From an optimization exercise on the open Yosys and OpenROAD flow, aimed at small area, a short achievable clock period and few clock cycles; shortcuts taken in it are not production practice. The RTL of this run was laid out without a check of its function.

### flow/flow/run.sh
#!/bin/bash
# The standard layout (standard.sh: the standard synthesis, then ORFS to the
# final layout), with timing repair aiming at 6.0 ns of setup slack instead of
# config.mk's 5, so that it works further on the paths it shortens.
set -euo pipefail
sed 's/SETUP_SLACK_MARGIN=[0-9.]*/SETUP_SLACK_MARGIN=6.0/' standard.sh > standard_margin.sh
bash standard_margin.sh > standard.log 2>&1
### flow/standard.sh
#!/bin/bash
# synth_recipe.tcl (not shown) runs the flow's synth.tcl, then flattens the netlist and writes it again
# the make line also repeats each setting of config.mk as NAME=value (left out here)
make -C /OpenROAD-flow-scripts/flow DESIGN_CONFIG=/design/flow/config.mk WORK_HOME=/design/flow/orfs CLKGATE_MAP_FILE= SYNTH_SCRIPT=/design/flow/synth_recipe.tcl "${@:-finish}"
### flow/config.mk
export PLATFORM = sky130hd
export DESIGN_NAME = JAM
export DESIGN_NICKNAME = JAM
export VERILOG_FILES = /design/flow/design.v
export SDC_FILE = /design/flow/constraint.sdc
export NUM_CORES = 4
export LEC_CHECK = 0
export ABC_AREA = 1
export CAP_MARGIN = 20
export CORE_MARGIN = 2
export CORE_UTILIZATION = 50
export PLACE_DENSITY = 0.65
export SETUP_SLACK_MARGIN = 5
export SLEW_MARGIN = 20
### flow/constraint.sdc
create_clock -name core_clock -period 10.0 [get_ports {CLK}]
set_input_delay 2.0000 -clock core_clock [delete_from_list [all_inputs] [get_ports {CLK}]]
set_output_delay 2.0000 -clock core_clock [all_outputs]
set_load 0.01 [all_outputs]
### flow/design.v
module JAM (
    input CLK,
    input RST,
    output [2:0] W,
    output [2:0] J,
    input [6:0] Cost,
    output [3:0] MatchCount,
    output [9:0] MinCost,
    output reg Valid );
localparam ROUND = 3'd0, SEL = 3'd1, FIN = 3'd2, BUILD = 3'd3, COUNT = 3'd4;
reg [2:0] state;
reg [2:0] r;             
reg [2:0] i0;            
reg [2:0] cj;            
reg [2:0] j0;            
reg [8:0] base;          
reg first;
reg [7:0] mind;
reg [2:0] jmin;
reg [6:0] vpc;           
reg [6:0] vpj;           
reg [7:0] dcj;           
reg [2:0] rj;            
reg [7:0] S;             
reg rootr;               
reg [7:0] colFree;
reg [6:0] vp [0:7];
reg [7:0] dst [0:7];     
reg [2:0] way [0:7];     
reg [2:0] rowOf [0:7];   
reg [2:0] ja;
reg augdone;
reg [9:0] mc;
reg [3:0] cnt;
assign MinCost = mc;
assign MatchCount = cnt;
function [3:0] lowest;           
    input [7:0] m;
    begin
        casez (m)
            8'b???????1: lowest = 4'b1000;
            8'b??????10: lowest = 4'b1001;
            8'b?????100: lowest = 4'b1010;
            8'b????1000: lowest = 4'b1011;
            8'b???10000: lowest = 4'b1100;
            8'b??100000: lowest = 4'b1101;
            8'b?1000000: lowest = 4'b1110;
            8'b10000000: lowest = 4'b1111;
            default:     lowest = 4'b0000;
        endcase
    end
endfunction
function lt7;
    input [6:0] c;
    input [10:0] t;
    begin
        if (t[10])
            lt7 = 1'b0;
        else if (t[9:7] != 3'd0)
            lt7 = 1'b1;
        else
            lt7 = c < t[6:0];
    end
endfunction
function [7:0] above;            
    input [2:0] k;
    begin
        above = 8'hFE << k;
    end
endfunction
wire fins = (state == FIN) || (state == SEL && colFree[jmin]);
wire [2:0] jax = (state == SEL) ? jmin : ja;
wire augd = (state == SEL) ? 1'b0 : augdone;
wire [2:0] j1 = way[jax];
wire [2:0] aR = (state == ROUND) ? cj : (state == FIN || state == SEL) ? j1 : i0;
wire [2:0] rA = rowOf[aR];
assign W = i0;
assign J = cj;
wire [6:0] vp_cj = vpc;
wire [7:0] dA = dst[i0];
wire [9:0] bv = {base[8], base} + {3'd0, vp_cj};
wire [10:0] base11 = {{2{base[8]}}, base};
wire [10:0] thr_o = 11'd256 - base11 - {4'd0, vp_cj};
wire over = !lt7(Cost, thr_o);
wire [4:0] cur_lo = {1'b0, bv[3:0]} + {1'b0, Cost[3:0]};
wire [3:0] cur_h0 = bv[7:4] + {1'b0, Cost[6:4]};
wire [3:0] cur_h1 = bv[7:4] + {1'b0, Cost[6:4]} + 4'd1;
wire [7:0] cur_b = {cur_lo[4] ? cur_h1 : cur_h0, cur_lo[3:0]};
wire [7:0] cur8 = over ? 8'd255 : cur_b;
wire [7:0] dst_cj = dcj;
wire [10:0] thr_d = {3'd0, dst_cj} - base11 - {4'd0, vp_cj};
wire [10:0] thr_m = {3'd0, mind} - base11 - {4'd0, vp_cj};
wire better = rootr || lt7(Cost, thr_d);
wire cur_lt_min = lt7(Cost, thr_m);
wire dst_lt_min = dst_cj < mind;
wire take = first || (better ? cur_lt_min : dst_lt_min);
wire [7:0] nd = better ? cur8 : dst_cj;
wire [3:0] nxt_round = lowest(~S & above(cj));
wire [7:0] bitcj = 8'd1 << cj;
wire [7:0] S_sel = S | (8'd1 << jmin);
wire [3:0] first_round = lowest(~S_sel);
wire [3:0] lS = lowest(S);
wire [7:0] S_fin = S & (S - 8'd1);
wire [3:0] lSf = lowest(S_fin);
wire aug_last = (j1 == jax);
wire fin_exit = (S_fin == 8'd0) && (augd || aug_last);
wire cur_eq_min = (thr_m[10:7] == 4'd0) && (thr_m[6:0] == Cost);
wire newmin = (cj == 3'd0) || cur_lt_min;
wire [7:0] tmask = newmin ? bitcj : cur_eq_min ? (S | bitcj) : S;
wire [2:0] ncol = (state == ROUND) ? (nxt_round[3] ? nxt_round[2:0] : lS[2:0]) :
                  (state == SEL) ? (colFree[jmin] ? lSf[2:0] : first_round[2:0]) :
                  (state == FIN) ? lSf[2:0] : cj + 3'd1;
wire [6:0] vpn = colFree[ncol] ? 7'd0 : vp[ncol];
wire [6:0] vp_upd = vpc + (mind[6:0] - dcj[6:0]);
wire [7:0] dstn = dst[ncol];
wire [6:0] vp0 = colFree[0] ? 7'd0 : vp[0];
wire [7:0] adj = dA;
wire [2:0] dm1 = i0 - 3'd1;
wire [7:0] cand = adj & ~S & (first ? 8'hFF : above(rA));
wire [3:0] lj = lowest(cand);
wire [7:0] u2 = S | (8'd1 << lj[2:0]);
reg ok;
integer k;
always @(*) begin
    ok = 1'b1;
    for (k = 1; k < 8; k = k + 1)
        if (k > i0 && (dst[k] & ~u2) == 8'd0)
            ok = 1'b0;
end
wire d6 = first && (i0 == 3'd6);
wire [7:0] fx = ~S;
wire [7:0] flo = fx & (~fx + 8'd1);
wire [7:0] fhi = fx ^ flo;
wire [7:0] m6 = dst[6] & fx;
wire [7:0] m7 = dst[7] & fx;
wire c1 = (|(m6 & flo)) && (|(m7 & fhi));
wire c2 = (|(m6 & fhi)) && (|(m7 & flo));
wire [2:0] pd = rowOf[dm1];
always @(posedge CLK or posedge RST) begin
    if (RST) begin
        state <= ROUND;
        r <= 3'd0;
        i0 <= 3'd0;
        cj <= 3'd0;
        base <= 9'd0;
        first <= 1'b1;
        S <= 8'd0;
        rootr <= 1'b1;
        vpc <= 7'd0;
        colFree <= 8'hFF;
        mc <= 10'd0;
        cnt <= 4'd0;
        Valid <= 1'b0;
        augdone <= 1'b0;
    end else begin
        case (state)
        ROUND: begin
            first <= 1'b0;
            if (nxt_round[3]) begin
                cj <= nxt_round[2:0];
                vpc <= vpn;
                dcj <= dstn;
            end else begin
                state <= SEL;
                i0 <= take ? rA : rj;
                if (!take)
                    cj <= jmin;
                vpc <= vpn;
                dcj <= dstn;
            end
        end
        SEL: begin
            if (colFree[jmin]) begin
                mc <= mc + {2'd0, mind};
                colFree[jmin] <= 1'b0;
                augdone <= 1'b0;
                state <= FIN;
            end else begin
                S <= S_sel;
                rootr <= 1'b0;
                base <= {1'b0, mind} - {2'd0, Cost} - {2'd0, vpj};
                cj <= first_round[2:0];
                vpc <= vpn;
                dcj <= dstn;
                first <= 1'b1;
                state <= ROUND;
            end
        end
        FIN, BUILD, COUNT: ;
        default: state <= ROUND;
        endcase
        if (fins) begin
            S <= S_fin;
            cj <= lSf[2:0];
            vpc <= vpn;
            dcj <= dstn;
            if (!augd && aug_last)
                augdone <= 1'b1;
            if (fin_exit) begin
                vpc <= (S != 8'd0 && lS[2:0] == 3'd0) ? vp_upd : vp0;
                dcj <= dst[0];
                if (r == 3'd7) begin
                    state <= BUILD;
                    i0 <= 3'd0;
                    cj <= 3'd0;
                    base <= 9'd0;
                end else begin
                    state <= ROUND;
                    r <= r + 3'd1;
                    i0 <= r + 3'd1;
                    base <= 9'd0;
                    rootr <= 1'b1;
                    cj <= 3'd0;
                    first <= 1'b1;
                end
            end
        end
        case (state)
        BUILD: begin
            S <= tmask;
            cj <= cj + 3'd1;
            vpc <= vpn;
            dcj <= dstn;
            if (cj == 3'd7) begin
                i0 <= i0 + 3'd1;
                if (i0 == 3'd7) begin
                    state <= COUNT;
                    S <= 8'd0;
                    first <= 1'b1;
                end
            end
        end
        COUNT: if (!Valid) begin
            if (d6) begin
                cnt <= cnt + {3'd0, c1} + {3'd0, c2};
                i0 <= dm1;
                S <= S & ~(8'd1 << pd);
                first <= 1'b0;
            end else if (lj[3]) begin
                if (ok) begin
                    S <= u2;
                    i0 <= i0 + 3'd1;
                    first <= 1'b1;
                end else begin
                    first <= 1'b0;
                end
            end else if (i0 == 3'd0) begin
                Valid <= 1'b1;
            end else begin
                i0 <= dm1;
                S <= S & ~(8'd1 << pd);
                first <= 1'b0;
            end
        end
        default: ;
        endcase
    end
end
always @(posedge CLK) begin
    case (state)
    ROUND: begin
        if (better) begin
            dst[cj] <= cur8;
            way[cj] <= rootr ? cj : j0;
        end
        if (take) begin
            mind <= nd;
            jmin <= cj;
            vpj <= vpc;
            rj <= rA;
        end
    end
    SEL:
        j0 <= jmin;
    default: ;
    endcase
    if (state == ROUND && colFree[cj])
        vp[cj] <= 7'd0;
    if (fins) begin
        if (S != 8'd0)
            vp[lS[2:0]] <= vp_upd;
        if (!augd) begin
            rowOf[jax] <= aug_last ? r : rA;
            if (!aug_last)
                ja <= j1;
        end
    end
    case (state)
    BUILD: begin
        if (newmin)
            mind <= cur8;
        if (cj == 3'd7)
            dst[i0] <= tmask;
    end
    COUNT: begin
        if (!Valid && !d6 && lj[3])
            rowOf[i0] <= lj[2:0];
    end
    default: ;
    endcase
end
endmodule
==> results.tsv <==
metric	value	unit
die extent in y	200	µm
# diodes	0	
pre-CTS setup slack	4.34	ns
ys async rst share	0.234	
Synth Warn #	1	
first-pass GRT wire length	101000	µm
Least-Margin Pin Slew	0.991	ns
port bufs	29	
Worst Setup Start Kind	register	
Overflow after GRT	0	
Num Clock Sinks	265	
core box area	37700	µm²
Layout Cells excl Fill	3033	
Post-synth EDFFs	195	
CTS root buf	clkbuf_16	
top-area cell type share of the netlist area	0.306	
Slew headroom	0.333	
skew final	0.0112	ns
wire length per cell	22.2	µm
Top Ports	30	
die width	200	µm
die area	39900	µm²
Distinct cells, synth	64	
syn_nets	2540	
Max-cap violations	0	
Row Count	71	
max-slew violations	0	
drt total wl	67300	µm
Initial DRT Pass Iterations	8	
vias after detailed routing	18400	
H-tree levels	1	
post-synthesis area per instance	8.09	µm²
GPL Wtd Cong	0.992	
CTS tree	done	
initial drt markers	1948	
Synth top cells by count	nand2_1 (478), inv_1 (300), o21ai_0 (229)	
Initial Util	0.509	
run status	complete, no violations	
top cells by area, synth	edfxtp_1 (31%), nand2_1 (9.4%), ha_1 (8.4%), dfrtp_1 (6.8%), o21ai_0 (6.0%)	
Reg clk slew, reported paths	0.06	ns
Fillers	3190	
vias per std cell	6.06	
Detail Route met3 WL	6150	µm
crit path max fanout	8	
Max Used Layer	met4	
Crit Path Category	register to register	
Synth area leader	edfxtp_1	
final antenna-violating net count	0	
Post-Place Cells	2845	
synthesized cell area	19200	µm²
Nets	2669	
vias in the first global route	17500	
Worst Hold Slack	0.479	ns
Final Setup Violations	0	
Final Core Density	0.637	
CTS max path bufs	3	
Final Critical Period	4.45	ns
Post-Place Cell Area	20000	µm²
Final WS setup	5.55	ns
crit path DAT	4.91	ns
Total GRT Usage	0.332	
CP Capture Type	register	
DRT met1 WL	27700	µm
RSZ-0062 raised after global routing	true	
Worst-Skew Late Latency	0.58	ns
Hold Crit Class	register to register	
most common cell in the synthesized netlist	nand2_1	
flops & latches, synth	265	
Finished Cell Area	24000	µm²
Setup TNS Final	0	ns
cells after synthesis	2370	
Hold Violations, Final	0	
Syn-to-layout area delta	25.2	%
initial antenna violation count	1	
WL met2	30300	µm
layout cells sized above 1	0.215	
hold-fix buffers at CTS	0	
CTS buffer count	30	
fmax	225	MHz
top_reg_cell synth	edfxtp_1	
register area share after synthesis	0.395	
Critical Path RT	10.46	ns
crit share post-route	0.445	
HPWL after DPL	46100	µm
DRC violation count after routing	0	
largest net degree at the start of global routing	82	
## cell usage in the layout (no fill, tap or decap), types with 21 or more instances in the layout
cell type and instances:
nand2_2 50, o211ai_1 45, nand2_1 416, nand3_2 36
nor2_1 178, nand2_4 24, clkbuf_16 33, buf_4 97
xnor2_1 26, a21oi_1 139, fa_1 31, o22ai_1 22
buf_6 21, inv_1 270, o21ai_0 179, edfxtp_1 195
clkdlybuf4s50_1 22, ha_1 115, nor2_4 31, o21ai_1 29
nand3_1 112, dfrtp_1 40, inv_2 24
## final timing paths
check	cells past startpoint	to	startpoint	slack [ns]
max reg2reg	27	i0[2]	dcj[2]	5.55
min in group asynchronous	3	vpc[1]	RST	2.16
min	1	cnt[3]	cnt[3]	0.48
min reg2reg	1	cnt[3]	cnt[3]	0.48
max	27	i0[2]	dcj[2]	5.55
max in group asynchronous	3	cj[2]	RST	7.08
## critical path: stages (launching register included)
cell and delay [ns]:
edfxtp_1 0.49, fa_1 0.58, ha_4 0.24, a21oi_4 0.15, o21ai_2 0.08, a21o_1 0.17
a21oi_2 0.20, xor2_2 0.12, ha_4 0.28, nand2_2 0.04, o21a_1 0.16, o21ai_1 0.07
o21ai_1 0.08, o32ai_1 0.23, and2_4 0.24, inv_2 0.05, nand3_2 0.07, nand2_2 0.07
inv_2 0.13, nand2_8 0.10, clkinv_8 0.09, o21ai_4 0.07, o21bai_4 0.19, nand2_1 0.07
o211ai_1 0.11, nand3_1 0.10, nand2_1 0.09, nand2_1 0.07
## cells by family (layout without fill, tap and decap cells)
group                    count (synthesis)  in the layout  synth area share
multiplexers                             3              3           0.00170
buffers and inverters                  392            539            0.0833
adder cells (fa/ha/maj)                161            161             0.118
AND/OR/NAND/NOR                        941            946             0.207
XOR/XNOR                                48             48            0.0219
flip-flops                             265            265             0.395
AO/OA/AOI/OAI                          560            560             0.173
## cell type report
cell class | instances | area [µm²] | share of cell area
Tap cell | 511 | 639 | 0.0266
Clock buffer | 35 | 769 | 0.0321
Clock inverter | 20 | 220 | 0.00918
Multi-Input combinational cell | 1718 | 11800 | 0.491
Timing Repair Buffer | 171 | 1740 | 0.0726
Sequential cell | 265 | 7600 | 0.317
Inverter | 312 | 1230 | 0.0511
Timing Repair inverter | 1 | 11.3 | 0.000469
## per-layer routing
metal,GRT usage,up-vias
met5,0,-
met1,0.449,8825
met2,0.527,969
li1,-,8386
met4,0.140,0
met3,0.0593,208
## state kept, by name (all words and copies together), names as in the netlist, 4 cells and up
register and count:
vpc 7, dcj 8, mind 8, vpj 7, way 24, cnt 4
rowOf 24, base 9, mc 10, vp 56, S 8, colFree 8
dst 64
## timing repair
action,CTS,global route
setup buffers,85,38
resized for setup,344,115
gates cloned,5,4
pin swaps,92,71
setup endpoints to repair,375,316

==> what the ideal ports hide <==
The results above use ideal ports. As a check the final layout listed here was re-extracted and re-timed, cells and wires unchanged. Step 1 assumes that a clkbuf_16 drives the clock port and a buf_2 every other input. Step 2 times the ports against the registers' clock, not the clock port: input delays grow and output delays shrink by t, the midpoint of the rising clock arrivals with the driver on. Three values: no drivers, after step 1, after step 2; two values: the first two.
shift t [ns]: 0.633
setup WS [ns]: 5.549 / 5.549 / 5.128
hold slack, ns: 0.479 / 0.479 / 0.479
worst data-port slew with drivers (ns): 0.03
cell pins on the clock port's net: 1
After both steps this run still meets setup and hold. The setup slack of this run moves by 0.000 ns with the drivers and by -0.421 ns with both steps.
